What follows belongs to an exercise in optimizing a design on an open flow for small area; a production flow would make more cautious choices. The RTL was checked by simulation tests, not by an equivalence proof against the original design. No activity file was given, so power comes from the tool's default toggle rates. The clock port is modelled as an ideal driver; clocking choices that lean on that would not hold on a real chip.

**design/flow/run.sh**
```bash
#!/bin/bash
# synth_recipe.tcl (not shown) runs the flow's synth.tcl, then flattens the netlist and writes it again
# the make line also repeats each setting of config.mk as NAME=value (left out here)
make -C /OpenROAD-flow-scripts/flow DESIGN_CONFIG=/design/flow/config.mk WORK_HOME=/design/flow/orfs CLKGATE_MAP_FILE= SYNTH_SCRIPT=/design/flow/synth_recipe.tcl finish
```
**design/flow/design.v**
```verilog
`timescale 1ns / 1ps
module neuron_multi_level_output #(parameter length = 128, total_cores = 3, total_length = length * total_cores)
	(
	input wire clk,
	input wire rst,
	input wire output_trigger,
	input wire y_addr_trigger,
	input wire single_core,
	input wire [2:0] num_core,
	output reg idle,
	input wire [31:0] in_fifo_dout,
	input wire in_fifo_valid,
	output reg in_fifo_rd_en,
	output reg [255:0] out_fifo_din,
	output reg out_fifo_wr_en,
	input wire neuron_idle,
	input wire spi_valid,
	input wire [total_length-1:0] spi_input_row,
	input wire [255:0] spi_input_single_core,
	output reg spi_read_trigger,
	output reg neuron_reset_trigger,
	output reg turn_off_inference,
	output reg ext_inference_enable,
	output reg reg_reset
	);
parameter options_per_core = length * 8 / 256;
localparam NG = total_length / 32;           
localparam CW = (NG + 1 > 16) ? 5 : 4;       
parameter [3:0] STATE_IDLE = 4'd0;
parameter [3:0] STATE_PIPE_IN = 4'd1;
parameter [3:0] STATE_EXT_INF_ON_0 = 4'd2;
parameter [3:0] STATE_INF_MODE_OFF = 4'd3;
parameter [3:0] STATE_EXT_INF_OFF_0 = 4'd4;
parameter [3:0] STATE_NEURON_TRIG = 4'd5;
parameter [3:0] STATE_NEURON_WAIT = 4'd6;
parameter [3:0] STATE_SPI_TRIG = 4'd7;
parameter [3:0] STATE_SPI_WAIT = 4'd8;
parameter [3:0] STATE_UPDATE_FND_IDX = 4'd9;
parameter [3:0] STATE_UPDATE_NUM_STEP = 4'd10;
parameter [3:0] STATE_CHECK_FOUND = 4'd11;
parameter [3:0] STATE_PIPE_OUT = 4'd12;
parameter [3:0] STATE_EXT_INF_ON_1 = 4'd13;
parameter [3:0] STATE_INF_MODE_ON = 4'd14;
parameter [3:0] STATE_EXT_INF_OFF_1 = 4'd15;
reg [3:0] state, next_state;
reg [CW-1:0] cnt, next_cnt;         
reg [6:0] iter_number, next_iter_number;
reg [total_length-1:0] init_value;
reg [total_length-1:0] y_addr;
reg [total_length-1:0] step_found;
wire [total_length-1:0] spi_input = single_core ? spi_input_single_core : spi_input_row;
always @(*) begin
	next_cnt = 0;
	next_iter_number = iter_number;
	next_state = state;
	case (state)
		STATE_IDLE: begin
			next_iter_number = 0;
			if (y_addr_trigger) next_state = STATE_PIPE_IN;
			else if (output_trigger) next_state = STATE_EXT_INF_ON_0;
		end
		STATE_PIPE_IN: begin
			next_iter_number = 0;
			if (in_fifo_valid) begin
				next_cnt = cnt + 1;
				if (cnt == NG - 1) next_state = STATE_IDLE;
			end else begin
				next_cnt = cnt;
			end
		end
		STATE_EXT_INF_ON_0: next_state = STATE_INF_MODE_OFF;
		STATE_INF_MODE_OFF: next_state = STATE_EXT_INF_OFF_0;
		STATE_EXT_INF_OFF_0: next_state = STATE_NEURON_TRIG;
		STATE_NEURON_TRIG: begin
			next_cnt = cnt + 1;
			if (cnt[1:0] == 3) next_state = STATE_NEURON_WAIT;
		end
		STATE_NEURON_WAIT: if (neuron_idle) next_state = STATE_SPI_TRIG;
		STATE_SPI_TRIG: begin
			next_cnt = cnt + 1;
			if (cnt[1:0] == 3) next_state = STATE_SPI_WAIT;
		end
		STATE_SPI_WAIT: if (spi_valid) next_state = STATE_UPDATE_FND_IDX;
		STATE_UPDATE_FND_IDX: next_state = STATE_UPDATE_NUM_STEP;
		STATE_UPDATE_NUM_STEP: next_state = STATE_CHECK_FOUND;
		STATE_CHECK_FOUND: begin
			next_iter_number = iter_number + 1;
			if ((& step_found) || (iter_number == 100)) next_state = STATE_PIPE_OUT;
			else next_state = STATE_NEURON_TRIG;
		end
		STATE_PIPE_OUT: begin
			next_cnt = cnt + 1;
			if (single_core) begin
				if (cnt == 7) next_state = STATE_EXT_INF_ON_1;
			end else begin
				if (cnt == options_per_core*num_core-1) next_state = STATE_EXT_INF_ON_1;
			end
		end
		STATE_EXT_INF_ON_1: next_state = STATE_INF_MODE_ON;
		STATE_INF_MODE_ON: next_state = STATE_EXT_INF_OFF_1;
		STATE_EXT_INF_OFF_1: next_state = STATE_IDLE;
	endcase
end
always @(posedge clk) begin
	if (rst) begin
		state <= STATE_IDLE;
		cnt <= 0;
		iter_number <= 0;
		idle <= 0;
		spi_read_trigger <= 0;
		neuron_reset_trigger <= 0;
		in_fifo_rd_en <= 0;
		out_fifo_wr_en <= 0;
		turn_off_inference <= 0;
		ext_inference_enable <= 0;
		reg_reset <= 0;
	end else begin
		state <= next_state;
		cnt <= next_cnt;
		iter_number <= next_iter_number;
		idle <= (state == STATE_IDLE);
		in_fifo_rd_en <= (state == STATE_PIPE_IN);
		ext_inference_enable <= (state == STATE_EXT_INF_ON_0) || (state == STATE_INF_MODE_OFF) ||
		                        (state == STATE_EXT_INF_ON_1) || (state == STATE_INF_MODE_ON);
		turn_off_inference <= (state >= STATE_INF_MODE_OFF) && (state <= STATE_EXT_INF_ON_1);
		neuron_reset_trigger <= (state == STATE_NEURON_TRIG);
		spi_read_trigger <= (state == STATE_SPI_TRIG);
		reg_reset <= (state == STATE_UPDATE_FND_IDX);
		out_fifo_wr_en <= (state == STATE_PIPE_OUT);
	end
end
wire upd = (state == STATE_UPDATE_FND_IDX);
wire first = (iter_number == 0);
wire [31:0] y_d = rst ? 32'd0 : in_fifo_dout;
wire [total_length-1:0] diff = spi_input ^ init_value;
wire ld = upd && first;
wire cmp = upd && !first;
reg [total_length-1:0] not_found;
always @(*) step_found = ~not_found;
always @(posedge clk) begin
	if (ld) init_value <= spi_input;
	not_found <= ({total_length{ld}} & y_addr) | (not_found & {total_length{!ld}} & ~({total_length{cmp}} & diff));
end
genvar g, n;
generate
for (g = 0; g < NG; g = g + 1) begin: ygrp
	wire y_en = rst || ((state == STATE_PIPE_IN) && in_fifo_valid && (cnt == g));
	always @(posedge clk)
		if (y_en) y_addr[g*32 +: 32] <= y_d;
end
endgenerate
reg [NG*256-1:0] ring;
reg [3:0] phase;
reg clearing;        
reg armed;           
reg [6:0] wr_step;   
wire clr = rst || clearing || (state == STATE_PIPE_IN);
always @(posedge clk) begin
	if (rst) begin
		phase <= 0;
		clearing <= 1;
		armed <= 0;
	end else begin
		phase <= (phase == NG - 1) ? 4'd0 : phase + 1'b1;
		if (phase == NG - 1) clearing <= 0;
		if (upd) armed <= !first;
	end
	if (upd) wr_step <= iter_number;
end
reg [31:0] head_found;
integer h;
always @(*) begin
	head_found = 0;
	for (h = 0; h < NG; h = h + 1)
		head_found = head_found | ({32{phase == h}} & step_found[h*32 +: 32]);
end
wire [255:0] head_in = ring[255:0];
wire [255:0] head_out;
wire [6:0] head_step = clr ? 7'd0 : wr_step;
generate
for (n = 0; n < 32; n = n + 1) begin: hd
	wire wr = clr || (armed && head_found[n] && !head_in[n*8 + 7]);
	assign head_out[n*8 +: 7] = wr ? head_step : head_in[n*8 +: 7];
	assign head_out[n*8 + 7] = head_found[n];
end
endgenerate
always @(posedge clk)
	ring <= {head_out, ring[NG*256-1:256]};
wire [NG-1:0] grp_sel;
generate
for (g = 0; g < NG; g = g + 1) begin: ogrp
	localparam integer SM = (total_cores - 1 - g / options_per_core) * options_per_core + g % options_per_core;
	if (g < 8)
		assign grp_sel[g] = single_core ? (cnt == g + 1) : (cnt == SM + 1);
	else
		assign grp_sel[g] = !single_core && (cnt == SM + 1);
end
endgenerate
reg [NG-1:0] stg_sel;
integer a, b;
always @(*) begin
	stg_sel = 0;
	for (a = 0; a < NG; a = a + 1)        
		for (b = 0; b < NG; b = b + 1)    
			stg_sel[a] = stg_sel[a] | (grp_sel[b] && phase == (b - a + NG) % NG);
end
reg [31:0] o_init, o_found;
reg [255:0] o_ring;
integer k;
always @(*) begin
	o_init = 0;
	o_found = 0;
	o_ring = 0;
	for (k = 0; k < NG; k = k + 1) begin
		o_init = o_init | ({32{grp_sel[k]}} & init_value[k*32 +: 32]);
		o_found = o_found | ({32{grp_sel[k]}} & step_found[k*32 +: 32]);
		o_ring = o_ring | ({256{stg_sel[k]}} & ring[k*256 +: 256]);
	end
end
wire [255:0] dout;
genvar i, j;
generate
for (i = 0; i < 8; i = i + 1) begin: w
	for (j = 0; j < 4; j = j + 1) begin: b
		localparam integer L = i*4 + j;
		wire pend = armed && o_found[L] && !o_ring[L*8 + 7];
		assign dout[(7-i)*32 + j*8 +: 7] = pend ? wr_step : o_ring[L*8 +: 7];
		assign dout[(7-i)*32 + j*8 + 7] = o_init[L];
	end
end
endgenerate
always @(*) out_fifo_din = dout;
endmodule
```
**design/flow/constraint.sdc**
```tcl
create_clock -name core_clock -period 10.0 [get_ports {clk}]
set_input_delay 2.0000 -clock core_clock [delete_from_list [all_inputs] [get_ports {clk}]]
set_output_delay 2.0000 -clock core_clock [all_outputs]
set_load 0.01 [all_outputs]
```
**design/flow/config.mk**
```make
export PLATFORM = sky130hd
export DESIGN_NAME = neuron_multi_level_output
export DESIGN_NICKNAME = neuron_multi_level_output
export VERILOG_FILES = /design/flow/design.v
export SDC_FILE = /design/flow/constraint.sdc
export NUM_CORES = 8
export LEC_CHECK = 0
export CAP_MARGIN = 20
export CORE_MARGIN = 2
export CORE_UTILIZATION = 40
export PLACE_DENSITY = 0.6
export SLEW_MARGIN = 20
```
==> impl_metrics.py, run 1 <==
metrics = {
    "global_route": {
        "grt_pass1_wl_um": 769000,
        "antenna_found_initial": 77,
        "grt_pass1_vias": 97700,
        "grt_max_degree": 191,
        "track_usage": 0.310,
        "grt-ovfl-total": 0,
    },
    "yosys": {
        "syn_area_um2": 137000,
        "synth-async-reset-ratio": 0,
        "ys_seq_area_frac": 0.681,
        "yosys_register_bits": 4260,
        "synth_nets": 10900,
        "netlist_instances": 10200,
        "synth_edf_count": 775,
        "yosysTopAreaCellShare": 0.511,
        "ys_types": 75,
        "avgSynthCellArea_um2": 13.4,
        "synthTopCellsByArea": "dfxtp_1 51%, edfxtp_1 17%, a22o_1 4.3%, mux2_2 3.9%, a222oi_1 3.8%",
        "synth_warnings": 1,
        "synth_top_cell_by_area": "dfxtp_1",
        "synthFlopType": "dfxtp_1",
    },
    "place": {
        "io_buffers": 946,
        "pre_cts_ws_ns": 1.08,
        "dp_hpwl_um": 372000,
        "place_congestion": 1.02,
    },
    "clock_tree": {
        "clk_pin_slew_worst_paths_ns": 0.06,
        "clk_path_buf_depth": 4,
        "cts_resized": 0,
        "post_cts_buffers": 0,
        "cts.sinks": 4260,
        "clkLatencyLatePin_ns": 1.01,
        "cts_buffers": 415,
        "htreeDepth": 5,
        "cts_tree": "done",
        "cts_hold_buf": 0,
        "cts-root-buf": "clkbuf_16",
    },
    "die": {
        "rows": 214,
        "die_h_um": 588,
        "dieArea_um2": 346000,
        "ioPinCount": 947,
        "die_w_um": 588,
        "initial_utilization": 0.402,
        "core_um2": 340000,
    },
    "timing": {
        "finalSetupViolations": 0,
        "hold_viol_final": 0,
        "relSlewSlack": 0.0869,
        "tns_ns": 0,
        "skew_ns": 0.0902,
        "tightest_slew_ns": 1.35,
        "min_period_ns": 9.12,
        "period_share": 0.912,
        "drv_slew": 0,
        "rsz0062_at_grt": "no",
        "holdWs_ns": 0.276,
        "fmax_mhz": 110,
        "fin_ws_ns": 0.878,
    },
    "route": {
        "vias": 98400,
        "viasPerCell": 6.13,
        "drt-initial-drc-count": 13400,
        "drc": 0,
        "routed_wl_um": 558000,
        "wire_per_inst_um": 34.8,
        "ant_nets": 0,
        "drt_first_pass_iters": 8,
    },
    "critical_path": {
        "worstSetupPathType": "input port to output pin",
        "worst_setup_path_end_kind": "output pin",
        "cp_data_required_time_ns": 8.00,
        "arrival_ns": 7.12,
        "critPathMaxFanout": 123,
        "startpoint_type": "input port",
    },
    "power_and_ir_drop": {
        "power_density_nw_per_um2": 220,
        "p_leak_nw": 60.1,
        "ir_drop_uv": 170,
    },
    "status": {
        "status": "finished clean",
    },
    "layout": {
        "drive_gt1_frac": 0.140,
        "nNetsFinal": 11800,
        "area_growth_pct": 21.9,
    },
    "min_path": {
        "hp-class": "flop to flop",
    },
    "job": {
        "drv_cap": 0,
    },
}
## synth_stat cells (276+ instances only)
master    number
dfxtp_1     3485
a221oi_1     306
o22ai_1      276
nor2_1       367
edfxtp_1     775
clkbuf_1     622
a222oi_1     522
mux2_2       470
a22o_1       667
o21ai_0      419
a22oi_1      374
xor2_1       390
## stage by stage
stage | instances | instance area [µm²] | util | power [mW]
after detailed placement | 15200 | 152000 | 0.447 | 20.7
final | 16000 | 167000 | 0.490 | 36.6
after CTS | 16000 | 166000 | 0.489 | 36.7
after floorplan | 10200 | 137000 | - | 19.4
after global routing | 16000 | 166000 | 0.490 | 37.5
after global placement | 15200 | 152000 | 0.447 | 20.6
## per-layer routing
layer  routed length, µm  vias up  GRT usage
met2              254000     6000      0.492
met3               53400     1341     0.0826
li1                    -    41500          -
met4               38300       34      0.181
met1              212000    49500      0.379
met5                 241        -   0.000958
## registers in the layout (all words and copies together) (netlist names)
signal	flops
idle	1
reg_reset	1
cnt	4
phase	4
state	4
armed	1
ring	3072
iter_number	7
neuron_reset_trigger	1
y_addr	384
not_found	384
clearing	1
wr_step	7
ext_inference_enable	1
out_fifo_wr_en	1
spi_read_trigger	1
init_value	384
turn_off_inference	1
in_fifo_rd_en	1
## kinds of logic (layout without fill, tap and decap cells)
kind of cell / count (synthesis) / in the layout / synth area share
buffers and inverters: 820 / 2080 / 0.0234
DFF: 4260 / 4260 / 0.681
muxes: 703 / 703 / 0.0560
AOI/OAI and AO/OA: 2771 / 2771 / 0.162
adders and majority gates: 13 / 13 / 0.00119
other: 0 / 33 / 0
xor gates and xnor gates: 397 / 397 / 0.0255
and+or+nand+nor: 1245 / 1245 / 0.0511
## final timing paths
kind | startpoint | to | slack (ns) | cells after the start
setup / recovery | single_core | out_fifo_din[98] | 0.88 | 11
hold reg to reg | ring[1887] | ring[1631] | 0.28 | 0
setup reg to reg | phase[3] | ring[2842] | 5.15 | 8
hold / removal | ring[1887] | ring[1631] | 0.28 | 0
## placed cells by master, fill, tap and decap left out, drive strengths merged, types with 126 or more instances in the layout
| cell | instances |
|---|---|
| dfxtp | 3485 |
| clkdlybuf4s50 | 944 |
| edfxtp | 775 |
| a22o | 667 |
| clkbuf | 588 |
| a222oi | 522 |
| mux2 | 478 |
| o21ai | 419 |
| xor2 | 390 |
| a22oi | 374 |
| nor2 | 369 |
| buf | 331 |
| a221oi | 319 |
| nand4 | 288 |
| o22ai | 276 |
| mux2i | 225 |
| nor2b | 173 |
| clkinv | 126 |
## final cells by class
class	instances	area [µm²]
multi-input combinational	5129	40900
clock inverter	188	2260
inverter	29	109
antenna	33	82.6
fill	29100	173000
clock buffer	586	12100
tap	4536	5680
timing repair buffer	1277	12400
sequential	4260	93000
## power by group
| group | switching, mW | internal, mW | total, mW | leakage, nW |
|---|---|---|---|---|
| combinational | 1.04 | 0.691 | 1.73 | 17.5 |
| clock | 6.84 | 9.35 | 16.2 | 7.06 |
| sequential | 0.562 | 18.1 | 18.7 | 35.5 |
## critical path: stages
cell,delay [ns]
buf_8,0.24
xnor2_2,0.10
nor3_1,0.76
a22oi_1,0.29
o2111ai_4,0.22
buf_12,0.61
buf_4,0.80
a221oi_1,0.22
nand4_1,0.62
mux2_2,0.42
clkdlybuf4s50_1,0.49
==> inputs of run 2 (changes only) <==
==> design/flow/flow/run.sh (new file) <==
#!/bin/bash
set -euo pipefail
CTS="-sink_clustering_enable -repair_clock_nets -sink_clustering_size 30 -sink_clustering_max_diameter 100 -buf_list {sky130_fd_sc_hd__clkbuf_4 sky130_fd_sc_hd__clkbuf_8 sky130_fd_sc_hd__clkbuf_16} -dont_use_dummy_load"
bash standard.sh "CTS_ARGS=$CTS" "BUFFER_PORTS_ARGS=-buffer_cell sky130_fd_sc_hd__buf_1" finish > standard.log 2>&1
==> design/flow/standard.sh (new file) <==
#!/bin/bash
# synth_recipe.tcl (not shown) runs the flow's synth.tcl, then flattens the netlist and writes it again
# the make line also repeats each setting of config.mk as NAME=value (left out here)
make -C /OpenROAD-flow-scripts/flow DESIGN_CONFIG=/design/flow/config.mk WORK_HOME=/design/flow/orfs CLKGATE_MAP_FILE= SYNTH_SCRIPT=/design/flow/synth_recipe.tcl "${@:-finish}"
--- a/design/flow/config.mk
+++ b/design/flow/config.mk
@@ -8,5 +8,5 @@
 export CAP_MARGIN = 20
 export CORE_MARGIN = 2
-export CORE_UTILIZATION = 40
-export PLACE_DENSITY = 0.6
+export CORE_UTILIZATION = 50
+export PLACE_DENSITY = 0.62
 export SLEW_MARGIN = 20
removed: design/flow/run.sh
==> impl_metrics.py, run 2 <==
metrics = {
    "status": {
        "status": "finished clean",
    },
    "timing": {
        "finalSetupViolations": 0,
        "hold_viol_final": 0,
        "skew_ns": 0.115,
        "period_share": 0.934,
        "tns_ns": 0,
        "min_period_ns": 9.34,
        "fin_ws_ns": 0.664,
        "relSlewSlack": 0.0965,
        "drv_slew": 0,
        "rsz0062_at_grt": "no",
        "tightest_slew_ns": 1.35,
        "fmax_mhz": 107,
    },
    "clock_tree": {
        "clk_pin_slew_worst_paths_ns": 0.11,
        "cts_resized": 0,
        "clk_path_buf_depth": 3,
        "cts_buffers": 166,
        "cts_tree": "done",
        "htreeDepth": 4,
        "post_cts_buffers": 0,
        "cts_hold_buf": 0,
        "cts-root-buf": "clkbuf_16",
        "clkLatencyLatePin_ns": 0.90,
        "cts.sinks": 4260,
    },
    "yosys": {
        "netlist_instances": 10200,
        "synth_top_cell_by_area": "dfxtp_1",
        "yosys_register_bits": 4260,
        "ys_seq_area_frac": 0.681,
        "avgSynthCellArea_um2": 13.4,
        "synth_nets": 10900,
        "synth_edf_count": 775,
        "synthTopCellsByArea": "dfxtp_1 51%, edfxtp_1 17%, a22o_1 4.3%, mux2_2 3.9%, a222oi_1 3.8%",
        "synthFlopType": "dfxtp_1",
        "synth_most_common_cell": "dfxtp_1",
        "yosysTopAreaCellShare": 0.511,
        "ys_types": 75,
        "syn_area_um2": 137000,
        "synth-async-reset-ratio": 0,
        "synth_warnings": 1,
        "synthTopCellsByCount": "3485 x dfxtp_1, 775 x edfxtp_1, 667 x a22o_1",
    },
    "place": {
        "dp.cells": 14200,
        "placed_area_um2": 145000,
        "io_buffers": 946,
        "pre_cts_ws_ns": 0.827,
        "place_congestion": 1.06,
        "dp_hpwl_um": 344000,
    },
    "critical_path": {
        "crit_cells": 12,
        "r2r-end": "ring[2845]",
        "r2r_cells": 8,
        "worstSetupPathType": "input port to output pin",
        "arrival_ns": 7.34,
        "cp_top_family": "buffers and inverters",
        "critPathMaxFanout": 32,
        "reg2reg_from": "phase[3]",
        "worst_path_most_repeated_cell": "buf_4",
        "startpoint": "single_core",
        "worst_setup_path_end_kind": "output pin",
        "cp_data_required_time_ns": 8.00,
        "setup.worst_path.end": "out_fifo_din[178]",
        "startpoint_type": "input port",
        "path_buf_inv": 4,
        "rrSetupSlack_ns": 5.17,
        "worstPathCellList": "clkbuf_4, xor2_1, nand2_1, buf_4, o22a_1, o21ai_0, o41ai_1, buf_4, a221oi_1, and4_1, mux2_2, buf_1",
        "slowest_stage": "xor2_1",
        "cpPeakStageDelay_ns": 0.83,
    },
    "layout": {
        "nNetsFinal": 11500,
        "drive_gt1_frac": 0.0979,
        "largest_reg_flops": 3072,
        "top_register": "ring",
        "multi_input_area_um2": 40800,
        "seq_area_um2": 93000,
        "instances_no_fill": 14400,
        "fin_area_um2": 149000,
        "utilization": 0.549,
        "final_common_cell": "dfxtp_1",
        "area_growth_pct": 8.93,
        "n_fill_cell": 22500,
        "layout_common_cells": "3484 x dfxtp_1, 944 x buf_1, 775 x edfxtp_1",
    },
    "die": {
        "die_w_um": 527,
        "rows": 191,
        "die_h_um": 527,
        "initial_utilization": 0.504,
        "ioPinCount": 947,
        "dieArea_um2": 278000,
        "core_um2": 271000,
    },
    "route": {
        "ant_nets": 0,
        "routed_wl_um": 516000,
        "wire_per_inst_um": 35.8,
        "drt_first_pass_iters": 13,
        "viasPerCell": 6.65,
        "vias": 95900,
        "drc": 0,
        "drt-initial-drc-count": 13700,
    },
    "global_route": {
        "grt_pass1_vias": 93000,
        "track_usage": 0.359,
        "grt-ovfl-total": 0,
        "grt_pass1_wl_um": 717000,
        "antenna_found_initial": 51,
        "grt_max_degree": 189,
    },
    "job": {
        "drv_cap": 0,
    },
    "power_and_ir_drop": {
        "ir_drop_uv": 155,
        "p_leak_nw": 52.5,
        "power_density_nw_per_um2": 189,
    },
    "min_path": {
        "hp-class": "flop to flop",
    },
}
[run 2: changes by cell type in the layout (fill, tap and decap cells not counted), sizes merged]
cell / change
clkinv: -126
clkbuf: -421
bufinv: -34
buf: +921
clkinvlp: -14
inv: -14
diode: -14
clkdlybuf4s50: -944
[run 2: power breakdown]
group | switching (mW) | internal [mW] | total, mW | leakage, nW
Sequential | 0.546 | 18.1 | 18.7 | 35.5
Clock | 5.01 | 3.00 | 8.01 | 2.05
Combinational | 0.994 | 0.503 | 1.50 | 14.9
[run 2: final cells by class]
| cell class | instances | area share |
|---|---|---|
| flip-flops and latches | 4260 | 0.625 |
| multi-input cells | 5129 | 0.274 |
| repair buffers | 1253 | 0.0417 |
| well taps | 3570 | 0.0300 |
| clock buffers | 166 | 0.0279 |
| inverters | 29 | 0.000731 |
| diodes | 19 | 0.000319 |
[run 2: worst min path at each step]
stage	from	end	slack, ns	depth (start not counted)
6_report	ring[2391]	ring[2135]	0.29	0
5_1_grt	ring[855]	ring[599]	0.28	0
4_1_cts	ring[2391]	ring[2135]	0.26	0
3_5_place_dp	ring[1277]	ring[1021]	0.34	0
3_3_place_gp	ring[1388]	ring[1132]	0.33	0
2_1_floorplan	ring[1281]	ring[1025]	0.33	0
[run 2: logic make-up (layout without fill, tap and decap cells)]
family,after synthesis,in the layout,synth area share
compound gates,2771,2771,0.162
fa+ha+maj,13,13,0.00119
mux,703,703,0.0560
buf+inv,820,1448,0.0234
simple gates,1245,1245,0.0511
other cells,0,19,0
flops,4260,4260,0.681
xor+xnor,397,397,0.0255
[run 2: metal layers]
layer / GRT usage / up-vias / part of all wire
met3: 0.0866 / 1266 / 0.094
li1: - / 40500 / -
met1: 0.447 / 48400 / 0.38
met2: 0.554 / 5734 / 0.45
met4: 0.242 / 30 / 0.079
met5: 0 / - / 0.00043
[run 2: through the flow]
stage	power (mW)	hold WS, ns
2_1_floorplan	19.4	0.330
3_3_place_gp	20.4	0.331
3_5_place_dp	20.4	0.336
4_1_cts	28.1	0.261
5_1_grt	28.9	0.279
6_report	28.2	0.285
==> inputs of run 3 (changes only) <==
--- a/design/flow/config.mk
+++ b/design/flow/config.mk
@@ -8,5 +8,5 @@
 export CAP_MARGIN = 20
 export CORE_MARGIN = 2
-export CORE_UTILIZATION = 50
-export PLACE_DENSITY = 0.62
+export CORE_UTILIZATION = 58
+export PLACE_DENSITY = 0.68
 export SLEW_MARGIN = 20
==> impl_metrics.py, run 3 <==
metrics = {
    "clock_tree": {
        "cts_hold_buf": 0,
        "htreeDepth": 4,
        "clkLatencyLatePin_ns": 0.91,
        "cts_tree": "done",
        "post_cts_buffers": 0,
        "cts_resized": 0,
        "cts.sinks": 4260,
        "clk_path_buf_depth": 3,
        "cts-root-buf": "clkbuf_16",
        "cts_buffers": 166,
        "clk_pin_slew_worst_paths_ns": 0.11,
    },
    "power_and_ir_drop": {
        "p_leak_nw": 52.8,
        "p_seq_frac": 0.661,
        "ir_drop_uv": 164,
        "clkPwrFrac": 0.283,
        "p_sw_frac": 0.233,
        "combPwrFrac": 0.056,
        "power.switching_mw": 6.57,
        "power_density_nw_per_um2": 189,
        "p_int_mw": 21.6,
    },
    "critical_path": {
        "arrival_ns": 6.60,
        "worstSetupPathType": "input port to output pin",
        "r2r_cells": 10,
        "critPathMaxFanout": 60,
        "startpoint_type": "input port",
        "cp_data_required_time_ns": 8.00,
        "worst_setup_path_end_kind": "output pin",
    },
    "place": {
        "place_congestion": 1.06,
        "io_buffers": 946,
        "dp_hpwl_um": 339000,
        "pre_cts_ws_ns": 1.53,
    },
    "yosys": {
        "synth_top_cell_by_area": "dfxtp_1",
        "netlist_instances": 10200,
        "synth_edf_count": 775,
        "synthFlopType": "dfxtp_1",
        "synth_warnings": 1,
        "ys_types": 75,
        "avgSynthCellArea_um2": 13.4,
        "synth-async-reset-ratio": 0,
        "synthTopCellsByArea": "dfxtp_1 51%, edfxtp_1 17%, a22o_1 4.3%, mux2_2 3.9%, a222oi_1 3.8%",
        "yosysTopAreaCellShare": 0.511,
        "synth_nets": 10900,
        "yosys_register_bits": 4260,
        "synth_most_common_cell": "dfxtp_1",
        "syn_area_um2": 137000,
        "ys_seq_area_frac": 0.681,
        "synthTopCellsByCount": "3485 x dfxtp_1, 775 x edfxtp_1, 667 x a22o_1",
    },
    "route": {
        "routed_wl_um": 512000,
        "viasPerCell": 6.90,
        "drt-initial-drc-count": 15000,
        "ant_nets": 0,
        "wire_per_inst_um": 36.4,
        "drc": 0,
        "drt_first_pass_iters": 10,
        "vias": 97100,
    },
    "timing": {
        "period_share": 0.860,
        "fin_ws_ns": 1.40,
        "relSlewSlack": 0.128,
        "tightest_slew_ns": 1.30,
        "fmax_mhz": 116,
        "tns_ns": 0,
        "hold_viol_final": 0,
        "min_period_ns": 8.60,
        "skew_ns": 0.121,
        "drv_slew": 0,
        "finalSetupViolations": 0,
        "rsz0062_at_grt": "no",
    },
    "global_route": {
        "grt-ovfl-total": 0,
        "grt_max_degree": 189,
        "grt_pass1_vias": 93000,
        "antenna_found_initial": 49,
        "grt_pass1_wl_um": 709000,
        "track_usage": 0.416,
    },
    "layout": {
        "top_register": "ring",
        "final_common_cell": "dfxtp_1",
        "utilization": 0.634,
        "nNetsFinal": 11600,
        "area_growth_pct": 8.91,
        "layout_common_cells": "3484 x dfxtp_1, 944 x buf_1, 775 x edfxtp_1",
        "n_fill_cell": 18000,
        "drive_gt1_frac": 0.104,
        "largest_reg_flops": 3072,
    },
    "die": {
        "ioPinCount": 947,
        "initial_utilization": 0.582,
        "die_h_um": 489,
        "dieArea_um2": 240000,
        "die_w_um": 489,
        "rows": 178,
        "core_um2": 235000,
    },
    "job": {
        "drv_cap": 0,
    },
    "status": {
        "status": "finished clean",
    },
    "min_path": {
        "hold_depth": 0,
        "hp-class": "flop to flop",
    },
}
-- run 3: power by group through the flow --
| stage | registers (mW) | logic, mW | clock network [mW] |
|---|---|---|---|
| final | 18.6 | 1.58 | 7.99 |
| after CTS | 18.6 | 1.47 | 7.99 |
| after floorplan | 18.7 | 0.698 | 0 |
| after detailed placement | 19.0 | 1.46 | 0 |
| after global routing | 18.7 | 1.59 | 8.57 |
| after global placement | 19.0 | 1.45 | 0 |
-- run 3: cells by family (layout without fill, tap and decap cells) --
| kind of cell | count (synthesis) | count (layout) | synth area share |
|---|---|---|---|
| adders and majority gates | 13 | 13 | 0.00119 |
| buffers and inverters | 820 | 1502 | 0.0234 |
| muxes | 703 | 703 | 0.0560 |
| AOI/OAI and AO/OA | 2771 | 2771 | 0.162 |
| other | 0 | 33 | 0 |
| and+or+nand+nor | 1245 | 1245 | 0.0511 |
| DFF | 4260 | 4260 | 0.681 |
| xor gates and xnor gates | 397 | 397 | 0.0255 |
-- run 3: per-stage QoR --
step	power (mW)	area (µm²)	instances	hold WS (ns)
after floorplan	19.4	137000	10200	0.330
after global placement	20.4	144000	13900	0.330
after detailed placement	20.4	144000	13900	0.335
after CTS	28.0	149000	14000	0.288
after global routing	28.8	149000	14000	0.305
final	28.2	149000	14100	0.291
-- run 3: worst paths after layout --
path	endpoint	startpoint	slack, ns
max	out_fifo_din[210]	single_core	1.40
min reg2reg	ring[2497]	ring[2753]	0.29
min	ring[2497]	ring[2753]	0.29
max reg2reg	ring[2867]	phase[0]	5.32
-- run 3: per-layer routing --
layer | wire (µm) | part of all wire | track usage
met1 | 187000 | 0.37 | 0.512
met2 | 226000 | 0.44 | 0.628
met3 | 51400 | 0.10 | 0.108
met4 | 47300 | 0.092 | 0.315
met5 | 148 | 0.00029 | 0
-- run 3: area by class of cell --
class | instances | area, µm² | area share
Tap cell | 3150 | 3940 | 0.0265
Timing Repair Buffer | 1307 | 6600 | 0.0443
Sequential cell | 4260 | 93000 | 0.625
Multi-Input combinational cell | 5129 | 40900 | 0.275
Inverter | 29 | 109 | 0.000731
Antenna cell | 33 | 82.6 | 0.000555
Clock buffer | 166 | 4150 | 0.0279
-- run 3: worst max-delay path: stages --
cell,delay [ns]
clkbuf_4,0.25
or4b_2,0.81
o22ai_1,0.21
nor3_1,0.10
o2111ai_4,0.27
buf_4,0.84
buf_4,0.75
a221oi_1,0.20
nand4_1,0.13
buf_4,0.28
mux2_2,0.42
buf_1,0.16
==> inputs of run 4 (changes only) <==
==> design/flow/flow/run.sh (replaced) <==
#!/bin/bash
set -euo pipefail
CTS="-sink_clustering_enable -repair_clock_nets -sink_clustering_size 25 -sink_clustering_max_diameter 100 -dont_use_dummy_load"
bash standard.sh "CTS_ARGS=$CTS" "BUFFER_PORTS_ARGS=-buffer_cell sky130_fd_sc_hd__buf_1" finish > standard.log 2>&1
--- a/design/flow/config.mk
+++ b/design/flow/config.mk
@@ -8,5 +8,5 @@
 export CAP_MARGIN = 20
 export CORE_MARGIN = 2
-export CORE_UTILIZATION = 58
-export PLACE_DENSITY = 0.68
+export CORE_UTILIZATION = 45
+export PLACE_DENSITY = 0.6
 export SLEW_MARGIN = 20
==> impl_metrics.py, run 4 <==
metrics = {
    "status": {
        "status": "finished clean",
    },
    "yosys": {
        "synth_top_cell_by_area": "dfxtp_1",
        "synth_edf_count": 775,
        "synth_warnings": 1,
        "yosysTopAreaCellShare": 0.511,
        "synth_nets": 10900,
        "ys_types": 75,
        "synthFlopType": "dfxtp_1",
        "netlist_instances": 10200,
        "ys_seq_area_frac": 0.681,
        "avgSynthCellArea_um2": 13.4,
        "synth_most_common_cell": "dfxtp_1",
        "syn_area_um2": 137000,
        "synthTopCellsByArea": "dfxtp_1 51%, edfxtp_1 17%, a22o_1 4.3%, mux2_2 3.9%, a222oi_1 3.8%",
        "synth-async-reset-ratio": 0,
        "yosys_register_bits": 4260,
        "synthTopCellsByCount": "3485 x dfxtp_1, 775 x edfxtp_1, 667 x a22o_1",
    },
    "global_route": {
        "grt_pass1_wl_um": 738000,
        "antenna_found_initial": 55,
        "grt_pass1_vias": 93000,
        "track_usage": 0.335,
        "grt-ovfl-total": 0,
        "grt_max_degree": 220,
    },
    "timing": {
        "hold_viol_final": 0,
        "tightest_slew_ns": 1.39,
        "period_share": 0.892,
        "fmax_mhz": 112,
        "min_period_ns": 8.92,
        "finalSetupViolations": 0,
        "tns_ns": 0,
        "drv_slew": 0,
        "rsz0062_at_grt": "no",
        "skew_ns": 0.125,
        "relSlewSlack": 0.0754,
    },
    "place": {
        "dp_hpwl_um": 358000,
        "place_congestion": 1.06,
        "io_buffers": 946,
    },
    "route": {
        "ant_nets": 0,
        "drt_first_pass_iters": 10,
        "drt-initial-drc-count": 13900,
        "vias": 96300,
        "routed_wl_um": 536000,
        "viasPerCell": 6.47,
        "wire_per_inst_um": 36.0,
        "drc": 0,
    },
    "critical_path": {
        "startpoint_type": "input port",
        "path_buf_inv": 4,
        "cp_data_required_time_ns": 8.00,
        "worstPathCellList": "clkbuf_4, xor2_2, nand2_1, buf_4, o22ai_1, o41ai_1, buf_4, a221oi_1, nand4_2, mux2_2, buf_1",
        "critPathMaxFanout": 15,
        "worst_setup_path_end_kind": "output pin",
        "r2r_cells": 10,
        "cpPeakStageDelay_ns": 0.80,
        "slowest_stage": "o22ai_1",
        "arrival_ns": 6.92,
        "worst_path_most_repeated_cell": "buf_4",
        "rrSetupSlack_ns": 5.41,
        "cp_top_family": "compound AO/OA/AOI/OAI gates",
        "worstSetupPathType": "input port to output pin",
        "crit_cells": 11,
    },
    "clock_tree": {
        "cts_hold_buf": 0,
        "cts_buffers": 201,
        "cts_tree": "done",
        "post_cts_buffers": 0,
        "clkLatencyLatePin_ns": 0.96,
        "cts.sinks": 4260,
        "cts-root-buf": "clkbuf_16",
        "cts_resized": 0,
        "clk_path_buf_depth": 4,
        "clk_pin_slew_worst_paths_ns": 0.10,
        "htreeDepth": 4,
    },
    "die": {
        "die_w_um": 555,
        "die_h_um": 555,
        "rows": 202,
        "ioPinCount": 947,
        "initial_utilization": 0.452,
        "core_um2": 303000,
        "dieArea_um2": 308000,
    },
    "layout": {
        "utilization": 0.497,
        "final_common_cell": "dfxtp_1",
        "layout_common_cells": "3484 x dfxtp_1, 944 x buf_1, 775 x edfxtp_1",
        "nNetsFinal": 11600,
        "largest_reg_flops": 3072,
        "top_register": "ring",
        "drive_gt1_frac": 0.102,
        "area_growth_pct": 10.1,
    },
    "power_and_ir_drop": {
        "p_leak_nw": 53.0,
        "power_density_nw_per_um2": 193,
        "ir_drop_uv": 173,
    },
    "min_path": {
        "hold_depth": 0,
        "hp-class": "flop to flop",
    },
    "job": {
        "drv_cap": 0,
    },
}
run 4: path summary, 6_finish.rpt:
kind                           to        start
hold / removal         ring[2771]   ring[3027]
setup reg to reg       ring[2843]     phase[0]
hold reg to reg        ring[2771]   ring[3027]
setup / recovery  out_fifo_din[8]  single_core
run 4: layer usage:
metal,track usage,vias up,share of wire
met1,0.421,48400,0.38
met4,0.211,46,0.075
met2,0.521,5877,0.45
met3,0.0746,1326,0.093
met5,0,-,0.00066
li1,-,40600,-
run 4: cell type report:
cell class / count / area, µm²
diodes: 25 / 62.6
clock buffers: 201 / 5030
fillers: 26200 / 152000
inverters: 29 / 109
multi-input cells: 5129 / 40900
flip-flops and latches: 4260 / 93000
well taps: 3978 / 4980
repair buffers: 1264 / 6380
run 4: worst reg2reg max path: cells and delay by family (launching register included):
kind                     cells  cell delay (ns)
adder cells (fa/ha/maj)      1             0.37
flip-flops                   1             0.41
multiplexers                 1             0.28
buffers and inverters        2             0.61
AND/OR/NAND/NOR              5             2.63
AO/OA/AOI/OAI                1             0.14
run 4: cell families after synthesis:
group           Yosys count  synth area share
xor+xnor                397            0.0255
buf+inv                 820            0.0234
flops                  4260             0.681
mux                     703            0.0560
compound gates         2771             0.162
simple gates           1245            0.0511
fa+ha+maj                13           0.00119
run 4: where the power goes:
part | switching [mW] | leakage (nW) | internal (mW)
registers | 0.548 | 35.5 | 18.1
logic | 1.03 | 15.0 | 0.510
clock network | 5.24 | 2.48 | 3.59
total | 6.81 | 53.0 | 22.2
run 4: per-stage QoR:
stage | area (µm²) | power [mW] | setup WS, ns | std cells | hold WS, ns
after floorplan | 137000 | 19.4 | 2.67 | 10200 | 0.330
after global placement | 145000 | 20.4 | 1.11 | 14700 | 0.331
after detailed placement | 145000 | 20.5 | 1.03 | 14700 | 0.335
after CTS | 150000 | 29.0 | 1.03 | 14900 | 0.215
after global routing | 150000 | 29.7 | 1.05 | 14900 | 0.216
final | 150000 | 29.0 | 1.08 | 14900 | 0.223
==> inputs of run 5 (changes only) <==
--- a/design/flow/config.mk
+++ b/design/flow/config.mk
@@ -6,7 +6,7 @@
 export NUM_CORES = 8
 export LEC_CHECK = 0
-export CAP_MARGIN = 20
+export CAP_MARGIN = 5
 export CORE_MARGIN = 2
 export CORE_UTILIZATION = 45
 export PLACE_DENSITY = 0.6
-export SLEW_MARGIN = 20
+export SLEW_MARGIN = 5
==> impl_metrics.py, run 5 <==
metrics = {
    "status": {
        "status": "finished with violations",
        "so_faults": "capacitance limit, slew limit",
    },
    "clock_tree": {
        "clkLatencyLatePin_ns": 0.96,
        "htreeDepth": 4,
        "clk_pin_slew_worst_paths_ns": 0.09,
        "cts.sinks": 4260,
        "cts-root-buf": "clkbuf_16",
        "cts_resized": 0,
        "cts_buffers": 201,
        "clk_path_buf_depth": 4,
        "post_cts_buffers": 0,
        "cts_hold_buf": 0,
        "cts_tree": "done",
    },
    "power_and_ir_drop": {
        "clkPwrFrac": 0.304,
        "fin_total_pwr_mw": 29.0,
        "p_int_mw": 22.2,
        "power_density_nw_per_um2": 193,
        "ir_drop_uv": 145,
        "p_leak_nw": 52.9,
        "p_sw_frac": 0.234,
        "p_seq_frac": 0.643,
        "power.switching_mw": 6.80,
        "combPwrFrac": 0.053,
    },
    "die": {
        "die_h_um": 555,
        "initial_utilization": 0.452,
        "ioPinCount": 947,
        "core_um2": 303000,
        "dieArea_um2": 308000,
        "rows": 202,
        "die_w_um": 555,
    },
    "layout": {
        "utilization": 0.497,
        "n_fill_cell": 26100,
        "multi_input_area_um2": 40800,
        "final_common_cell": "dfxtp_1",
        "area_growth_pct": 10.0,
        "top_register": "ring",
        "fin_area_um2": 150000,
        "seq_area_um2": 93000,
        "instances_no_fill": 14900,
        "drive_gt1_frac": 0.101,
        "largest_reg_flops": 3072,
        "nNetsFinal": 11600,
        "layout_common_cells": "3484 x dfxtp_1, 944 x buf_1, 775 x edfxtp_1",
    },
    "min_path": {
        "hp-class": "flop to flop",
    },
    "yosys": {
        "ys_seq_area_frac": 0.681,
        "synth-async-reset-ratio": 0,
        "yosysTopAreaCellShare": 0.511,
        "synth_edf_count": 775,
        "netlist_instances": 10200,
        "yosys_register_bits": 4260,
        "syn_area_um2": 137000,
        "synth_nets": 10900,
        "ys_types": 75,
        "synthFlopType": "dfxtp_1",
        "synthTopCellsByArea": "dfxtp_1 51%, edfxtp_1 17%, a22o_1 4.3%, mux2_2 3.9%, a222oi_1 3.8%",
        "synth_top_cell_by_area": "dfxtp_1",
        "avgSynthCellArea_um2": 13.4,
        "synth_warnings": 1,
        "synthTopCellsByCount": "3485 x dfxtp_1, 775 x edfxtp_1, 667 x a22o_1",
        "synth_most_common_cell": "dfxtp_1",
    },
    "place": {
        "io_buffers": 946,
        "placed_area_um2": 145000,
        "place_congestion": 1.06,
        "pre_cts_ws_ns": 1.14,
        "dp_hpwl_um": 358000,
        "dp.cells": 14700,
    },
    "timing": {
        "hold_viol_final": 0,
        "tightest_slew_ns": 1.53,
        "holdWs_ns": 0.288,
        "finalSetupViolations": 0,
        "min_period_ns": 9.40,
        "rsz0062_at_grt": "no",
        "tns_ns": 0,
        "skew_ns": 0.132,
        "fin_ws_ns": 0.597,
        "relSlewSlack": -0.0222,
        "period_share": 0.940,
        "drv_slew": 2,
        "fmax_mhz": 106,
    },
    "critical_path": {
        "startpoint_type": "input port",
        "critPathMaxFanout": 15,
        "worstSetupPathType": "input port to output pin",
        "arrival_ns": 7.40,
        "cp_data_required_time_ns": 8.00,
        "rrSetupSlack_ns": 5.18,
        "worst_setup_path_end_kind": "output pin",
    },
    "route": {
        "viasPerCell": 6.49,
        "vias": 96700,
        "wire_per_inst_um": 36.1,
        "routed_wl_um": 537000,
        "drc": 0,
        "drt-initial-drc-count": 13500,
        "ant_nets": 0,
        "drt_first_pass_iters": 10,
    },
    "global_route": {
        "grt_pass1_vias": 93400,
        "antenna_found_initial": 64,
        "grt-ovfl-total": 0,
        "grt_max_degree": 220,
        "grt_pass1_wl_um": 740000,
        "track_usage": 0.335,
    },
    "job": {
        "drv_cap": 1,
    },
}
[run 5: cell counts after synthesis]
No cell type changed its count.
[run 5: final cells by class]
cell class,instances,share of cell area
Tap cell,3978,0.0331
Timing Repair Buffer,1260,0.0421
Inverter,29,0.000724
Multi-Input combinational cell,5129,0.271
Antenna cell,31,0.000516
Clock buffer,201,0.0335
Sequential cell,4260,0.619
[run 5: layer usage]
metal | track usage | up-vias | routed length, µm
met1 | 0.422 | 48900 | 206000
met4 | 0.212 | 32 | 39700
met3 | 0.0716 | 1290 | 48100
met2 | 0.525 | 5859 | 243000
li1 | - | 40600 | -
met5 | 0.00109 | - | 253
[run 5: final timing paths]
path | start | endpoint | depth (start not counted)
hold reg to reg | ring[2746] | ring[2490] | 0
setup / recovery | single_core | out_fifo_din[8] | 11
hold / removal | ring[2746] | ring[2490] | 0
setup reg to reg | state[3] | not_found[90] | 7
[run 5: cell families after synthesis]
| kind of cell | synth area share |
|---|---|
| flip-flops | 0.681 |
| AO/OA/AOI/OAI | 0.162 |
| AND/OR/NAND/NOR | 0.0511 |
| buffers and inverters | 0.0234 |
| multiplexers | 0.0560 |
| XOR/XNOR | 0.0255 |
| adder cells (fa/ha/maj) | 0.00119 |
[run 5: power by group through the flow]
stage / registers, mW / clock network (mW) / logic (mW)
5_1_grt: 18.7 / 9.49 / 1.56
3_5_place_dp: 19.0 / 0 / 1.46
2_1_floorplan: 18.7 / 0 / 0.698
6_report: 18.7 / 8.81 / 1.54
3_3_place_gp: 19.0 / 0 / 1.45
4_1_cts: 18.6 / 8.92 / 1.47
[run 5: worst max-delay path, cell delays in order]
cell      delay (ns)
clkbuf_4        0.27
xor2_1          0.91
nand2_1         0.77
buf_4           0.47
o22ai_1         0.77
o41ai_1         0.30
buf_4           0.26
a221oi_1        0.36
nand4_2         0.58
mux2_2          0.49
buf_1           0.17
==> inputs of run 6 (changes only) <==
--- a/design/flow/design.v
+++ b/design/flow/design.v
@@ -46,6 +46,6 @@
 reg [CW-1:0] cnt, next_cnt;         
 reg [6:0] iter_number, next_iter_number;
+wire first = (iter_number == 0);
 reg [total_length-1:0] init_value;
-reg [total_length-1:0] y_addr;
 reg [total_length-1:0] step_found;
 wire [total_length-1:0] spi_input = single_core ? spi_input_single_core : spi_input_row;
@@ -86,5 +86,5 @@
 		STATE_CHECK_FOUND: begin
 			next_iter_number = iter_number + 1;
-			if ((& step_found) || (iter_number == 100)) next_state = STATE_PIPE_OUT;
+			if ((first ? y_zero : (& step_found)) || (iter_number == 100)) next_state = STATE_PIPE_OUT;
 			else next_state = STATE_NEURON_TRIG;
 		end
@@ -131,29 +131,17 @@
 end
 wire upd = (state == STATE_UPDATE_FND_IDX);
-wire first = (iter_number == 0);
-wire [31:0] y_d = rst ? 32'd0 : in_fifo_dout;
+wire pipe_in = (state == STATE_PIPE_IN);
 wire [total_length-1:0] diff = spi_input ^ init_value;
-wire ld = upd && first;
-wire cmp = upd && !first;
-reg [total_length-1:0] not_found;
-always @(*) step_found = ~not_found;
-always @(posedge clk) begin
-	if (ld) init_value <= spi_input;
-	not_found <= ({total_length{ld}} & y_addr) | (not_found & {total_length{!ld}} & ~({total_length{cmp}} & diff));
-end
-genvar g, n;
-generate
-for (g = 0; g < NG; g = g + 1) begin: ygrp
-	wire y_en = rst || ((state == STATE_PIPE_IN) && in_fifo_valid && (cnt == g));
-	always @(posedge clk)
-		if (y_en) y_addr[g*32 +: 32] <= y_d;
-end
-endgenerate
 reg [NG*256-1:0] ring;
+reg [NG*32-1:0] y_ring;
 reg [3:0] phase;
+wire [3:0] next_phase = (phase == NG - 1) ? 4'd0 : phase + 1'b1;
 reg clearing;        
 reg armed;           
+reg copying;         
+reg restoring;       
+reg y_zero;          
 reg [6:0] wr_step;   
-wire clr = rst || clearing || (state == STATE_PIPE_IN);
+wire clr = rst || clearing || pipe_in;
 always @(posedge clk) begin
 	if (rst) begin
@@ -161,47 +149,86 @@
 		clearing <= 1;
 		armed <= 0;
+		copying <= 0;
+		restoring <= 0;
+		y_zero <= 1;
 	end else begin
-		phase <= (phase == NG - 1) ? 4'd0 : phase + 1'b1;
+		phase <= next_phase;
 		if (phase == NG - 1) clearing <= 0;
-		if (upd) armed <= !first;
+		if (pipe_in) begin
+			copying <= 1;
+			restoring <= 0;
+			armed <= 0;
+		end else if (upd) begin
+			copying <= 0;
+			restoring <= first;
+			armed <= !first;
+		end
+		if (state == STATE_IDLE && y_addr_trigger) y_zero <= 1;
+		else if (pipe_in && in_fifo_valid && in_fifo_dout != 0) y_zero <= 0;
 	end
 	if (upd) wr_step <= iter_number;
 end
-reg [31:0] head_found;
+wire [NG-1:0] at_head;
+reg [31:0] head_nf;
 integer h;
 always @(*) begin
-	head_found = 0;
+	head_nf = 0;
 	for (h = 0; h < NG; h = h + 1)
-		head_found = head_found | ({32{phase == h}} & step_found[h*32 +: 32]);
+		head_nf = head_nf | ({32{at_head[h]}} & not_found[h*32 +: 32]);
 end
 wire [255:0] head_in = ring[255:0];
+wire [31:0] head_y = y_ring[31:0];
 wire [255:0] head_out;
+wire [31:0] head_y_out = (rst || clearing) ? 32'd0 : copying ? head_nf : head_y;
 wire [6:0] head_step = clr ? 7'd0 : wr_step;
+genvar g, n;
 generate
 for (n = 0; n < 32; n = n + 1) begin: hd
-	wire wr = clr || (armed && head_found[n] && !head_in[n*8 + 7]);
+	wire wr = clr || (armed && !head_nf[n] && !head_in[n*8 + 7]);
 	assign head_out[n*8 +: 7] = wr ? head_step : head_in[n*8 +: 7];
-	assign head_out[n*8 + 7] = head_found[n];
-end
-endgenerate
+	assign head_out[n*8 + 7] = restoring ? !head_y[n] : !head_nf[n];
+end
+endgenerate
+always @(posedge clk) begin
+	ring <= {head_out, ring[NG*256-1:256]};
+	y_ring <= {head_y_out, y_ring[NG*32-1:32]};
+end
+wire cmp = upd && !first;
+wire [31:0] nf_bus = pipe_in ? in_fifo_dout : head_y;
+reg [total_length-1:0] not_found;
+always @(*) step_found = ~not_found;
 always @(posedge clk)
-	ring <= {head_out, ring[NG*256-1:256]};
-wire [NG-1:0] grp_sel;
+	if (upd && first) init_value <= spi_input;
+generate
+for (g = 0; g < NG; g = g + 1) begin: grp
+	assign at_head[g] = (phase == g);
+	wire ld = (pipe_in && in_fifo_valid && cnt == g) || (restoring && !upd && at_head[g]);
+	always @(posedge clk)
+		not_found[g*32 +: 32] <= ({32{ld}} & nf_bus) |
+			(not_found[g*32 +: 32] & {32{!ld}} & ~({32{cmp}} & diff[g*32 +: 32]));
+end
+endgenerate
+wire [NG-1:0] grp_sel_d;
 generate
 for (g = 0; g < NG; g = g + 1) begin: ogrp
 	localparam integer SM = (total_cores - 1 - g / options_per_core) * options_per_core + g % options_per_core;
 	if (g < 8)
-		assign grp_sel[g] = single_core ? (cnt == g + 1) : (cnt == SM + 1);
+		assign grp_sel_d[g] = single_core ? (next_cnt == g + 1) : (next_cnt == SM + 1);
 	else
-		assign grp_sel[g] = !single_core && (cnt == SM + 1);
-end
-endgenerate
-reg [NG-1:0] stg_sel;
+		assign grp_sel_d[g] = !single_core && (next_cnt == SM + 1);
+end
+endgenerate
+reg [NG-1:0] stg_sel_d;
 integer a, b;
 always @(*) begin
-	stg_sel = 0;
+	stg_sel_d = 0;
 	for (a = 0; a < NG; a = a + 1)        
 		for (b = 0; b < NG; b = b + 1)    
-			stg_sel[a] = stg_sel[a] | (grp_sel[b] && phase == (b - a + NG) % NG);
+			stg_sel_d[a] = stg_sel_d[a] | (grp_sel_d[b] && next_phase == (b - a + NG) % NG);
+end
+reg [NG-1:0] grp_sel, stg_sel;
+always @(posedge clk) begin
+	grp_sel <= grp_sel_d;
+	stg_sel <= stg_sel_d;
 end
 reg [31:0] o_init, o_found;
--- a/design/flow/config.mk
+++ b/design/flow/config.mk
@@ -6,7 +6,7 @@
 export NUM_CORES = 8
 export LEC_CHECK = 0
-export CAP_MARGIN = 5
+export CAP_MARGIN = 20
 export CORE_MARGIN = 2
 export CORE_UTILIZATION = 45
 export PLACE_DENSITY = 0.6
-export SLEW_MARGIN = 5
+export SLEW_MARGIN = 20
==> impl_metrics.py, run 6 <==
metrics = {
    "layout": {
        "nNetsFinal": 12300,
        "layout_common_cells": "3868 x dfxtp_1, 944 x buf_1, 825 x o21ai_0",
        "final_common_cell": "dfxtp_1",
        "seq_area_um2": 89800,
        "n_fill_cell": 26400,
        "multi_input_area_um2": 42800,
        "drive_gt1_frac": 0.0658,
        "area_growth_pct": 9.43,
        "top_register": "ring",
        "largest_reg_flops": 3072,
    },
    "global_route": {
        "antenna_found_initial": 36,
        "busiest_layer": "met2",
        "grt_pass1_wl_um": 744000,
        "track_usage": 0.337,
        "grt_pass1_vias": 94900,
        "grt_max_degree": 153,
        "use_met1": 0.448,
        "use_met2": 0.508,
        "grt_util_met3": 0.0671,
        "grt-ovfl-total": 0,
    },
    "critical_path": {
        "cp_top_family": "buffers and inverters",
        "cpPeakStageDelay_ns": 0.95,
        "worst_path_most_repeated_cell": "buf_4",
        "critPathMaxFanout": 17,
        "r2r-end": "ring[3001]",
        "startpoint_type": "flop",
        "worst_setup_path_end_kind": "output pin",
        "r2r_cells": 12,
        "worstPathCellList": "buf_4, inv_1, buf_4, o22ai_1, or4_1, o31ai_4, a41oi_1, buf_1",
        "path_buf_inv": 4,
        "worstSetupPathType": "flop to output pin",
        "crit_cells": 8,
        "rrSetupSlack_ns": 4.82,
        "slowest_stage": "o31ai_4",
        "arrival_ns": 5.25,
        "reg2reg_from": "phase[0]",
        "cp_data_required_time_ns": 8.00,
    },
    "die": {
        "ioPinCount": 947,
        "rows": 201,
        "dieArea_um2": 305000,
        "die_w_um": 552,
        "core_um2": 300000,
        "die_h_um": 552,
        "initial_utilization": 0.452,
    },
    "yosys": {
        "ys_seq_area_frac": 0.663,
        "avgSynthCellArea_um2": 12.1,
        "synth-async-reset-ratio": 0,
        "synth_warnings": 1,
        "yosysTopAreaCellShare": 0.576,
        "ys_types": 84,
        "synth_edf_count": 391,
        "synth_most_common_cell": "dfxtp_1",
        "syn_area_um2": 135000,
        "synth_top_cell_by_area": "dfxtp_1",
        "synth_nets": 11900,
        "synthTopCellsByArea": "dfxtp_1 58%, edfxtp_1 8.7%, a22o_1 5.2%, a221oi_1 5.2%, o21ai_0 3.1%",
        "netlist_instances": 11200,
        "synthTopCellsByCount": "3896 x dfxtp_1, 825 x o21ai_0, 806 x a22o_1",
        "yosys_register_bits": 4287,
        "synthFlopType": "dfxtp_1",
    },
    "timing": {
        "rsz0062_at_grt": "no",
        "period_share": 0.725,
        "tns_ns": 0,
        "hold_viol_final": 0,
        "drv_slew": 0,
        "relSlewSlack": 0.0963,
        "min_period_ns": 7.25,
        "finalSetupViolations": 0,
        "tightest_slew_ns": 1.36,
        "skew_ns": 0.121,
        "fmax_mhz": 138,
    },
    "route": {
        "ant_nets": 0,
        "viasPerCell": 6.32,
        "drc": 0,
        "drt-initial-drc-count": 12000,
        "drt_first_pass_iters": 7,
        "routed_wl_um": 537000,
        "vias": 98800,
        "wire_per_inst_um": 34.3,
    },
    "min_path": {
        "hp-class": "flop to flop",
        "hold_path_end": "y_ring[89]",
        "min-delay-start": "y_ring[121]",
        "hold_depth": 0,
    },
    "clock_tree": {
        "post_cts_buffers": 0,
        "cts_buffers": 200,
        "cts-root-buf": "clkbuf_16",
        "cts.sinks": 4287,
        "cts_tree": "done",
        "cts_resized": 0,
        "clk_pin_slew_worst_paths_ns": 0.10,
        "clk_path_buf_depth": 4,
        "cts_hold_buf": 0,
        "htreeDepth": 4,
        "clkLatencyLatePin_ns": 0.96,
    },
    "power_and_ir_drop": {
        "clkPwrFrac": 0.299,
        "p_leak_nw": 52.0,
        "p_seq_frac": 0.629,
        "p_int_mw": 22.1,
        "power.switching_mw": 7.40,
        "power_density_nw_per_um2": 199,
        "combPwrFrac": 0.072,
        "ir_drop_uv": 154,
        "p_sw_frac": 0.251,
        "fin_total_pwr_mw": 29.5,
    },
    "job": {
        "drv_cap": 0,
    },
    "place": {
        "place_congestion": 1.08,
        "dp_hpwl_um": 364000,
        "io_buffers": 946,
    },
    "status": {
        "status": "finished clean",
    },
}
==> run 6: worst reg2reg max path: stages (launching register included) <==
cell	delay, ns
dfxtp_1	0.40
inv_1	0.12
ha_1	0.69
buf_4	0.55
nand2b_1	0.65
nor2_2	0.29
buf_4	0.46
a22o_1	0.21
a221oi_1	0.04
and3_1	0.34
nand3b_1	0.86
mux2i_1	0.30
nor2_1	0.06
==> run 6: area by class of cell <==
class	instances	area share
sequential	4287	0.606
multi-input combinational	5989	0.289
timing repair buffer	1133	0.0363
clock buffer	200	0.0338
tap	3958	0.0334
inverter	39	0.000988
antenna	26	0.000439
==> run 6: power by group through the flow <==
stage               registers [mW]  clock network [mW]  logic, mW
finish                        18.6                8.83       2.14
global route                  18.6                9.51       2.22
CTS                           18.5                8.93       2.08
detailed placement            18.9                   0       2.08
global placement              18.9                   0       2.06
floorplan                     18.6                   0       1.14
==> run 6: kinds of logic after synthesis <==
family / share of synthesized area
xor gates and xnor gates: 0.0257
DFF: 0.663
muxes: 0.0420
and+or+nand+nor: 0.0603
buffers and inverters: 0.0254
adders and majority gates: 0.00111
AOI/OAI and AO/OA: 0.182
==> run 6: worst max path at each step <==
| stage | start | to | slack, ns |
|---|---|---|---|
| after detailed placement | grp_sel[2] | out_fifo_din[182] | 3.70 |
| after global placement | grp_sel[2] | out_fifo_din[182] | 3.73 |
| after CTS | grp_sel[2] | out_fifo_din[182] | 2.73 |
| after global routing | grp_sel[2] | out_fifo_din[141] | 2.77 |
| final | grp_sel[2] | out_fifo_din[141] | 2.75 |
| after floorplan | state[3] | init_value[0] | 2.54 |
==> run 6: layer usage <==
metal / vias to the layer above / part of all wire
met5: - / 0.00012
met4: 10 / 0.070
met3: 1185 / 0.088
met2: 5703 / 0.43
met1: 49500 / 0.41
li1: 42400 / -
==> run 6: per-stage QoR <==
| stage | util | area (µm²) | hold slack (ns) | worst slack [ns] | cells |
|---|---|---|---|---|---|
| detailed placement | 0.476 | 143000 | 0.312 | 3.70 | 15400 |
| global placement | 0.476 | 143000 | 0.310 | 3.73 | 15400 |
| finish | 0.495 | 148000 | 0.251 | 2.75 | 15600 |
| floorplan | - | 135000 | 0.310 | 2.54 | 11200 |
| CTS | 0.493 | 148000 | 0.237 | 2.73 | 15600 |
| global route | 0.494 | 148000 | 0.256 | 2.77 | 15600 |
==> inputs of run 7 (changes only) <==
--- a/design/flow/design.v
+++ b/design/flow/design.v
@@ -26,5 +26,5 @@
 parameter options_per_core = length * 8 / 256;
 localparam NG = total_length / 32;           
-localparam CW = (NG + 1 > 16) ? 5 : 4;       
+localparam CW = 5;                           
 parameter [3:0] STATE_IDLE = 4'd0;
 parameter [3:0] STATE_PIPE_IN = 4'd1;
==> design/flow/flow/run.sh (replaced) <==
#!/bin/bash
set -euo pipefail
CTS="-sink_clustering_enable -repair_clock_nets -sink_clustering_size 25 -sink_clustering_max_diameter 100 -sink_clustering_buffer sky130_fd_sc_hd__clkbuf_16 -buf_list {sky130_fd_sc_hd__clkbuf_4 sky130_fd_sc_hd__clkbuf_8} -dont_use_dummy_load"
bash standard.sh "CTS_ARGS=$CTS" "BUFFER_PORTS_ARGS=-buffer_cell sky130_fd_sc_hd__buf_1" finish > standard.log 2>&1
==> impl_metrics.py, run 7 <==
metrics = {
    "global_route": {
        "grt-ovfl-total": 0,
        "antenna_found_initial": 40,
        "track_usage": 0.329,
        "grt_pass1_wl_um": 732000,
        "grt_max_degree": 166,
        "grt_pass1_vias": 95600,
    },
    "clock_tree": {
        "htreeDepth": 4,
        "clk_pin_slew_worst_paths_ns": 0.09,
        "cts.sinks": 4288,
        "cts_buffers": 196,
        "cts_hold_buf": 0,
        "cts-root-buf": "clkbuf_8",
        "clk_path_buf_depth": 4,
        "clkLatencyLatePin_ns": 1.21,
        "post_cts_buffers": 0,
        "cts_resized": 0,
        "cts_tree": "done",
    },
    "yosys": {
        "synth_edf_count": 391,
        "synth_compound_area_frac": 0.183,
        "synthSimpleGateAreaFrac": 0.0599,
        "ys_seq_area_frac": 0.662,
        "avgSynthCellArea_um2": 12.1,
        "synth_most_common_cell": "dfxtp_1",
        "yosys_register_bits": 4288,
        "synth_top_cell_by_area": "dfxtp_1",
        "synthFlopType": "dfxtp_1",
        "synth_warnings": 1,
        "syn_area_um2": 135000,
        "netlist_instances": 11200,
        "synthAdderAreaFrac": 0.00111,
        "ys_types": 74,
        "synthTopCellsByArea": "dfxtp_1 58%, edfxtp_1 8.7%, a221oi_1 5.1%, a22o_1 5.1%, o21ai_0 3.0%",
        "yosysTopAreaCellShare": 0.576,
        "synthTopCellsByCount": "3897 x dfxtp_1, 806 x o21ai_0, 790 x a221oi_1",
        "synth_mux_area_frac": 0.0425,
        "synth_nets": 11900,
        "synth-async-reset-ratio": 0,
        "synth-xor-area-share": 0.0259,
        "synth_top_family_by_area": "compound AO/OA/AOI/OAI gates",
    },
    "place": {
        "place_congestion": 1.06,
        "dp_hpwl_um": 354000,
        "pre_cts_ws_ns": 3.86,
        "placed_area_um2": 143000,
        "io_buffers": 946,
    },
    "layout": {
        "area_growth_pct": 9.01,
        "final_common_cell": "dfxtp_1",
        "nNetsFinal": 12300,
        "top_register": "ring",
        "drive_gt1_frac": 0.0659,
        "largest_reg_flops": 3072,
        "n_fill_cell": 26600,
        "layout_common_cells": "3869 x dfxtp_1, 944 x buf_1, 806 x o21ai_0",
        "utilization": 0.493,
        "fin_area_um2": 148000,
    },
    "timing": {
        "rsz0062_at_grt": "no",
        "fmax_mhz": 135,
        "min_period_ns": 7.43,
        "holdWs_ns": 0.210,
        "finalSetupViolations": 0,
        "hold_viol_final": 0,
        "fin_ws_ns": 2.57,
        "drv_slew": 0,
        "tightest_slew_ns": 1.25,
        "tns_ns": 0,
        "period_share": 0.743,
        "relSlewSlack": 0.167,
        "skew_ns": 0.164,
    },
    "die": {
        "die_h_um": 553,
        "rows": 201,
        "initial_utilization": 0.452,
        "ioPinCount": 947,
        "die_w_um": 553,
        "dieArea_um2": 305000,
        "core_um2": 300000,
    },
    "status": {
        "status": "finished clean",
    },
    "route": {
        "routed_wl_um": 524000,
        "drt-initial-drc-count": 11300,
        "drc": 0,
        "vias": 98000,
        "drt_first_pass_iters": 9,
        "ant_nets": 0,
        "viasPerCell": 6.27,
        "wire_per_inst_um": 33.6,
    },
    "critical_path": {
        "startpoint_type": "flop",
        "r2r_cells": 10,
        "r2r-end": "ring[2980]",
        "setup.worst_path.end": "out_fifo_din[19]",
        "worst_setup_path_end_kind": "output pin",
        "rrSetupSlack_ns": 5.12,
        "startpoint": "grp_sel[2]",
        "worstSetupPathType": "flop to output pin",
        "cp_data_required_time_ns": 8.00,
        "critPathMaxFanout": 33,
        "arrival_ns": 5.43,
        "reg2reg_from": "phase[2]",
    },
    "job": {
        "drv_cap": 0,
    },
    "min_path": {
        "hp-class": "flop to flop",
    },
    "power_and_ir_drop": {
        "ir_drop_uv": 159,
        "p_leak_nw": 51.5,
        "power_density_nw_per_um2": 211,
    },
}
run 7: cell types whose count changed after synthesis, moves of 13 or more:
cell / before / now
a22o_1: 806 / 787
a22oi_1: 193 / 245
buf_1: 52 / 38
buf_2: 23 / 91
clkbuf_1: 788 / 722
nand3_1: 102 / 119
nor2_1: 568 / 548
o21ai_0: 825 / 806
o221ai_1: 15 / 1
o31ai_1: 33 / 20
o31ai_2: 0 / 13
run 7: cell families (layout without fill, tap and decap cells):
group,after synthesis,count (layout)
other cells,0,20
simple gates,1757,1757
compound gates,3278,3278
buf+inv,889,1362
xor+xnor,399,399
fa+ha+maj,12,12
mux,542,542
flops,4288,4288
run 7: layer usage:
layer  vias up  part of all wire  global-route usage
met5         -          0.000078                   0
met4         6             0.067               0.192
met3      1142             0.081              0.0589
met2      5191              0.44               0.510
met1     49300              0.41               0.432
li1      42300                 -                   -
run 7: worst min path at each step:
stage | startpoint | to | slack, ns | cells after the start
after floorplan | y_ring[32] | y_ring[0] | 0.31 | 0
after global placement | y_ring[133] | y_ring[101] | 0.31 | 0
after detailed placement | y_ring[366] | y_ring[334] | 0.31 | 0
after CTS | y_ring[286] | y_ring[254] | 0.20 | 0
after global routing | y_ring[105] | y_ring[73] | 0.21 | 0
final | y_ring[139] | y_ring[107] | 0.21 | 0
run 7: final cells by class:
class / instances / area [µm²] / area share
multi-input combinational: 5988 / 42900 / 0.291
tap: 3958 / 4950 / 0.0335
antenna: 20 / 50.0 / 0.000339
inverter: 35 / 131 / 0.000890
timing repair buffer: 1131 / 5160 / 0.0349
sequential: 4288 / 89800 / 0.608
clock buffer: 196 / 4670 / 0.0316
run 7: power by group:
group	leakage [nW]	total, mW	internal, mW	switching, mW
sequential	35.2	19.7	18.5	1.25
combinational	14.0	2.93	0.820	2.11
clock	2.31	8.46	3.28	5.18
total	51.5	31.1	22.6	8.54
run 7: worst max-delay path, cell delays in order, from the launching register on:
cell and delay (ns):
dfxtp_2 0.32, buf_4 0.33, inv_1 0.75, buf_4 0.44, o22ai_1 0.13, or4_1 0.58, o31ai_4 1.00, nor2_1 0.08
a41oi_1 0.22, buf_1 0.42
run 7: stage by stage:
| step | std cells | total power, mW |
|---|---|---|
| 2_1_floorplan | 11200 | 20.9 |
| 4_1_cts | 15600 | 31.1 |
| 3_3_place_gp | 15400 | 22.8 |
| 3_5_place_dp | 15400 | 22.9 |
| 6_report | 15600 | 31.1 |
| 5_1_grt | 15600 | 31.9 |

## re-timing with driven ports
How much do the figures lean on ideal ports? The routed layouts below were timed once more, with nothing changed but the port constraints. Step 1 (the two cells are an assumption about what drives the block):
set clk [get_ports {clk}]
set_driving_cell -lib_cell sky130_fd_sc_hd__clkbuf_16 $clk
set_driving_cell -lib_cell sky130_fd_sc_hd__buf_2 [delete_from_list [all_inputs] $clk]
Step 2 adds t to the input delays and takes it off the output delays; t is the mean of the earliest and latest rising clock arrival at the registers after step 1. Input paths then give back, and output paths get back, about the clock's delay inside the block. Three values: no drivers, after step 1, after step 2; two values: the first two.
run | shift t [ns] | setup WS [ns] | worst setup path at the end | latest minus earliest clock arrival (ns) | worst slew at a driven data input, ns
run 1 | 1.070 | 0.878 / 0.813 / 0.813 | input to output | 0.095 / 0.095 | 0.17
run 2 | 0.963 | 0.664 / 0.640 / 0.640 | input to output | 0.130 / 0.130 | 0.21
run 3 | 0.958 | 1.396 / 1.369 / 1.369 | input to output | 0.122 / 0.122 | 0.20
run 4 | 1.004 | 1.083 / 0.866 / 0.866 | input to output | 0.129 / 0.129 | 0.23
run 5 | 0.997 | 0.597 / 0.379 / 0.379 | input to output | 0.140 / 0.140 | 0.27
run 6 | 1.007 | 2.751 / 2.640 / 3.648 | register to output | 0.134 / 0.135 | 0.22
run 7 | 1.226 | 2.573 / 2.466 / 3.692 | register to output | 0.182 / 0.182 | 0.28
For run 5, which loses most, drivers alone change the setup slack by -0.218 ns; drivers and shift together by -0.218 ns.
